Context: an optimization exercise on an open-source flow, tuned for small area. The choices shown serve that exercise and are no tape-out recipe.
The RTL was checked by simulation tests, not by an equivalence proof against the original design.
Power figures rest on the tool's default switching activity, not on a simulated workload.

==> inputs of run a <==
## beginner_encrypted_fifo
module beginner_encrypted_fifo (
    input              clk,
    input              rst_n,            
    input      [127:0] secret_key,
    input      [127:0] plain_data_in,
    input              wr_en,
    output             full_o,           
    input              rd_en,
    output     [127:0] plain_data_out,
    output             empty_o           
);
==> module simple_fifo_128, before the edit <==
module simple_fifo_128(
    input              clk,
    input              rst_n,            
    input      [127:0] data_in,
    input              wr_en,
    input              rd_en,
    output             full_o,
    output             emty_o,
    output     [127:0] data_out
);
    reg [2:0] wr_ptr;
    reg [7:0] rd_sel;    
    reg       full_q;
    reg       empty_q;
    assign full_o = full_q;
    assign emty_o = empty_q;
    wire wr_acc = wr_en & ~full_q;
    wire rd_acc = rd_en & ~empty_q;
    wire [2:0] wr_ptr_inc = wr_ptr + 3'd1;
    wire [7:0] rd_next = {rd_sel[6:0], rd_sel[7]};    
    wire [7:0] rd_next2 = {rd_sel[5:0], rd_sel[7:6]};
    always @(posedge clk or negedge rst_n) begin
        if (!rst_n) begin
            wr_ptr  <= 3'd0;
            rd_sel  <= 8'b1000_0000;
            full_q  <= 1'b0;
            empty_q <= 1'b1;
        end else begin
            if (wr_acc) wr_ptr <= wr_ptr_inc;
            if (rd_acc) rd_sel <= rd_next;
            if (wr_acc & ~rd_acc) begin
                empty_q <= 1'b0;
                full_q  <= rd_next[wr_ptr_inc];
            end else if (rd_acc & ~wr_acc) begin
                full_q  <= 1'b0;
                empty_q <= rd_next2[wr_ptr];
            end
        end
    end
    wire [127:0] row_q [0:7];
    genvar i;
    generate
        for (i = 0; i < 8; i = i + 1) begin : g_row
            reg  [127:0] q;
            wire [127:0] q_next;
            wire         we = wr_acc & (wr_ptr == i);
            fifo_hold_mux u_hold (.q(q), .hold(~we), .load(we), .d(data_in), .y(q_next));
            always @(posedge clk) q <= q_next;
            assign row_q[i] = q;
        end
    endgenerate
    wire [127:0] grp0_n, grp1_n, grp2_n;
    fifo_sel3_n u_grp0 (.s0(rd_sel[0]), .s1(rd_sel[1]), .s2(rd_sel[2]),
                        .d0(row_q[0]), .d1(row_q[1]), .d2(row_q[2]), .y_n(grp0_n));
    fifo_sel3_n u_grp1 (.s0(rd_sel[3]), .s1(rd_sel[4]), .s2(rd_sel[5]),
                        .d0(row_q[3]), .d1(row_q[4]), .d2(row_q[5]), .y_n(grp1_n));
    fifo_sel2_n u_grp2 (.s0(rd_sel[6]), .s1(rd_sel[7]),
                        .d0(row_q[6]), .d1(row_q[7]), .y_n(grp2_n));
    assign data_out = ~(grp0_n & grp1_n & grp2_n);
endmodule
==> module fifo_hold_mux, before the edit <==
module fifo_hold_mux(
    input  [127:0] q,
    input          hold,
    input          load,
    input  [127:0] d,
    output [127:0] y
);
    assign y = (q & {128{hold}}) | (d & {128{load}});
endmodule
==> module fifo_sel3_n, before the edit <==
module fifo_sel3_n(
    input          s0, s1, s2,
    input  [127:0] d0, d1, d2,
    output [127:0] y_n
);
    assign y_n = ~(({128{s0}} & d0) | ({128{s1}} & d1) | ({128{s2}} & d2));
endmodule
==> module fifo_sel2_n, before the edit <==
module fifo_sel2_n(
    input          s0, s1,
    input  [127:0] d0, d1,
    output [127:0] y_n
);
    assign y_n = ~(({128{s0}} & d0) | ({128{s1}} & d1));
endmodule
Settings: LEC_CHECK=0, CAP_MARGIN=20, CORE_MARGIN=2, CORE_UTILIZATION=50, SLEW_MARGIN=20, SYNTH_HIERARCHICAL=1, SYNTH_MINIMUM_KEEP_SIZE=0; clock period 5.0 ns.
standard.sh (not shown) runs the stock make flow with config.mk's settings and CLKGATE_MAP_FILE= SYNTH_SCRIPT=/design/flow/synth_recipe.tcl, a recipe that flattens the netlist after the stock synthesis.
==> flow/flow/run.sh <==
#!/bin/bash
# The standard layout (the standard.sh) with two changes:
#  - the port buffers are buf_1 rather than the resizer's default clkdlybuf4s50_1;
#  - CTS uses clkbuf_16 leaf buffers with larger sink clusters and no dummy loads.
# Every ORFS step writes its own log under orfs/logs/; make's output goes to flow_make.log.
set -euo pipefail
export BUFFER_PORTS_ARGS="-buffer_cell sky130_fd_sc_hd__buf_1"
export CTS_ARGS="-sink_clustering_enable -repair_clock_nets -dont_use_dummy_load -buf_list {sky130_fd_sc_hd__clkbuf_16} -sink_clustering_size 30 -sink_clustering_max_diameter 80"
bash standard.sh finish > flow_make.log 2>&1
==> inputs of run b, as changes to run a <==
--- a/flow/design.v
+++ b/flow/design.v
@@ -26,3 +26,3 @@
     reg [2:0] wr_ptr;
-    reg [7:0] rd_sel;    
+    reg [2:0] rd_ptr;
     reg       full_q;
@@ -34,4 +34,3 @@
     wire [2:0] wr_ptr_inc = wr_ptr + 3'd1;
-    wire [7:0] rd_next = {rd_sel[6:0], rd_sel[7]};    
-    wire [7:0] rd_next2 = {rd_sel[5:0], rd_sel[7:6]};
+    wire [2:0] rd_ptr_inc = rd_ptr + 3'd1;
     always @(posedge clk or negedge rst_n) begin
@@ -39,3 +38,3 @@
             wr_ptr  <= 3'd0;
-            rd_sel  <= 8'b1000_0000;
+            rd_ptr  <= 3'd0;
             full_q  <= 1'b0;
@@ -44,9 +43,9 @@
             if (wr_acc) wr_ptr <= wr_ptr_inc;
-            if (rd_acc) rd_sel <= rd_next;
+            if (rd_acc) rd_ptr <= rd_ptr_inc;
             if (wr_acc & ~rd_acc) begin
                 empty_q <= 1'b0;
-                full_q  <= rd_next[wr_ptr_inc];
+                full_q  <= (wr_ptr_inc == rd_ptr);
             end else if (rd_acc & ~wr_acc) begin
                 full_q  <= 1'b0;
-                empty_q <= rd_next2[wr_ptr];
+                empty_q <= (rd_ptr_inc == wr_ptr);
             end
@@ -54,2 +53,3 @@
     end
+    reg  [127:0] rd_or;
     wire [127:0] row_q [0:7];
@@ -58,7 +58,5 @@
         for (i = 0; i < 8; i = i + 1) begin : g_row
-            reg  [127:0] q;
-            wire [127:0] q_next;
-            wire         we = wr_acc & (wr_ptr == i);
-            fifo_hold_mux u_hold (.q(q), .hold(~we), .load(we), .d(data_in), .y(q_next));
-            always @(posedge clk) q <= q_next;
+            reg [127:0] q;
+            always @(posedge clk)
+                if (wr_acc && wr_ptr == i) q <= data_in;
             assign row_q[i] = q;
@@ -66,33 +64,9 @@
     endgenerate
-    wire [127:0] grp0_n, grp1_n, grp2_n;
-    fifo_sel3_n u_grp0 (.s0(rd_sel[0]), .s1(rd_sel[1]), .s2(rd_sel[2]),
-                        .d0(row_q[0]), .d1(row_q[1]), .d2(row_q[2]), .y_n(grp0_n));
-    fifo_sel3_n u_grp1 (.s0(rd_sel[3]), .s1(rd_sel[4]), .s2(rd_sel[5]),
-                        .d0(row_q[3]), .d1(row_q[4]), .d2(row_q[5]), .y_n(grp1_n));
-    fifo_sel2_n u_grp2 (.s0(rd_sel[6]), .s1(rd_sel[7]),
-                        .d0(row_q[6]), .d1(row_q[7]), .y_n(grp2_n));
-    assign data_out = ~(grp0_n & grp1_n & grp2_n);
-endmodule
-module fifo_hold_mux(
-    input  [127:0] q,
-    input          hold,
-    input          load,
-    input  [127:0] d,
-    output [127:0] y
-);
-    assign y = (q & {128{hold}}) | (d & {128{load}});
-endmodule
-module fifo_sel3_n(
-    input          s0, s1, s2,
-    input  [127:0] d0, d1, d2,
-    output [127:0] y_n
-);
-    assign y_n = ~(({128{s0}} & d0) | ({128{s1}} & d1) | ({128{s2}} & d2));
-endmodule
-module fifo_sel2_n(
-    input          s0, s1,
-    input  [127:0] d0, d1,
-    output [127:0] y_n
-);
-    assign y_n = ~(({128{s0}} & d0) | ({128{s1}} & d1));
+    integer j;
+    always @* begin
+        rd_or = 128'd0;
+        for (j = 0; j < 8; j = j + 1)
+            rd_or = rd_or | ({128{rd_ptr == ((j + 1) % 8)}} & row_q[j]);
+    end
+    assign data_out = rd_or;
 endmodule
==> flow/run.sh (new file) <==
#!/bin/bash
# synth_recipe.tcl (not shown) runs the flow's synth.tcl, then flattens the netlist and writes it again
# the make line also repeats each setting of config.mk as NAME=value (left out here)
make -C /OpenROAD-flow-scripts/flow DESIGN_CONFIG=/design/flow/config.mk WORK_HOME=/design/flow/orfs CLKGATE_MAP_FILE= SYNTH_SCRIPT=/design/flow/synth_recipe.tcl finish
Settings changed: SYNTH_HIERARCHICAL 1 to not set, SYNTH_MINIMUM_KEEP_SIZE 0 to not set.
removed: flow/flow/run.sh
removed: flow/standard.sh
==> impl_results.md <==
- Tmin final: 4.843 ns
- Synth area leaders: edfxtp_1 (78%), xor2_1 (5.7%), a222oi_1 (5.7%)
- Multiplexer share of the synthesized area: 1.120%
- Multi-input logic area: 0.007761 mm^2
- Reg clk slew, reported paths: 0.06 ns
- Fin util: 61.60%
- Power Total: 28.92 mW
- Outcome: finished clean
- Distinct cells, synth: 31
- Setup Slack @ Placement: 0.6701 ns
The numbers above come from run b.

==> impl_results.md <==
- Power Total: about 26 mW
- Synth area leaders: dfxtp_1 (51%), a22o_1 (22%), buf_6 (7.6%)
- Synth area leader: dfxtp_1
- Outcome: finished clean
- Distinct cells, synth: 33
- Multi-input logic area: 0.01607 mm^2
- Fin util: 51.76%
- Tmin final: 4.125 ns
The numbers above come from run a.

==> separate check: timing with driven ports <==
Ports are ideal in the flow. The routed layouts listed here were re-timed in OpenROAD.
Step 1 (the two cells are an assumption about what drives the block):
set clk [get_ports {clk}]
set_driving_cell -lib_cell sky130_fd_sc_hd__clkbuf_16 $clk
set_driving_cell -lib_cell sky130_fd_sc_hd__buf_2 [delete_from_list [all_inputs] $clk]
Step 2 times the ports against the registers' clock, not the clock port: input delays grow and output delays shrink by t, the midpoint of the rising clock arrivals with the driver on.
Slacks: ideal / step 1 / step 2; pairs: ideal / step 1.
run | t (ns) | slack for setup (ns) | latest minus earliest clock arrival (ns)
run a | 0.688 | 0.875 / 0.802 / 1.490 | 0.065 / 0.066
run b | 0.696 | 0.157 / 0.094 / 0.790 | 0.015 / 0.015
After both steps setup and hold are still met in every run listed.
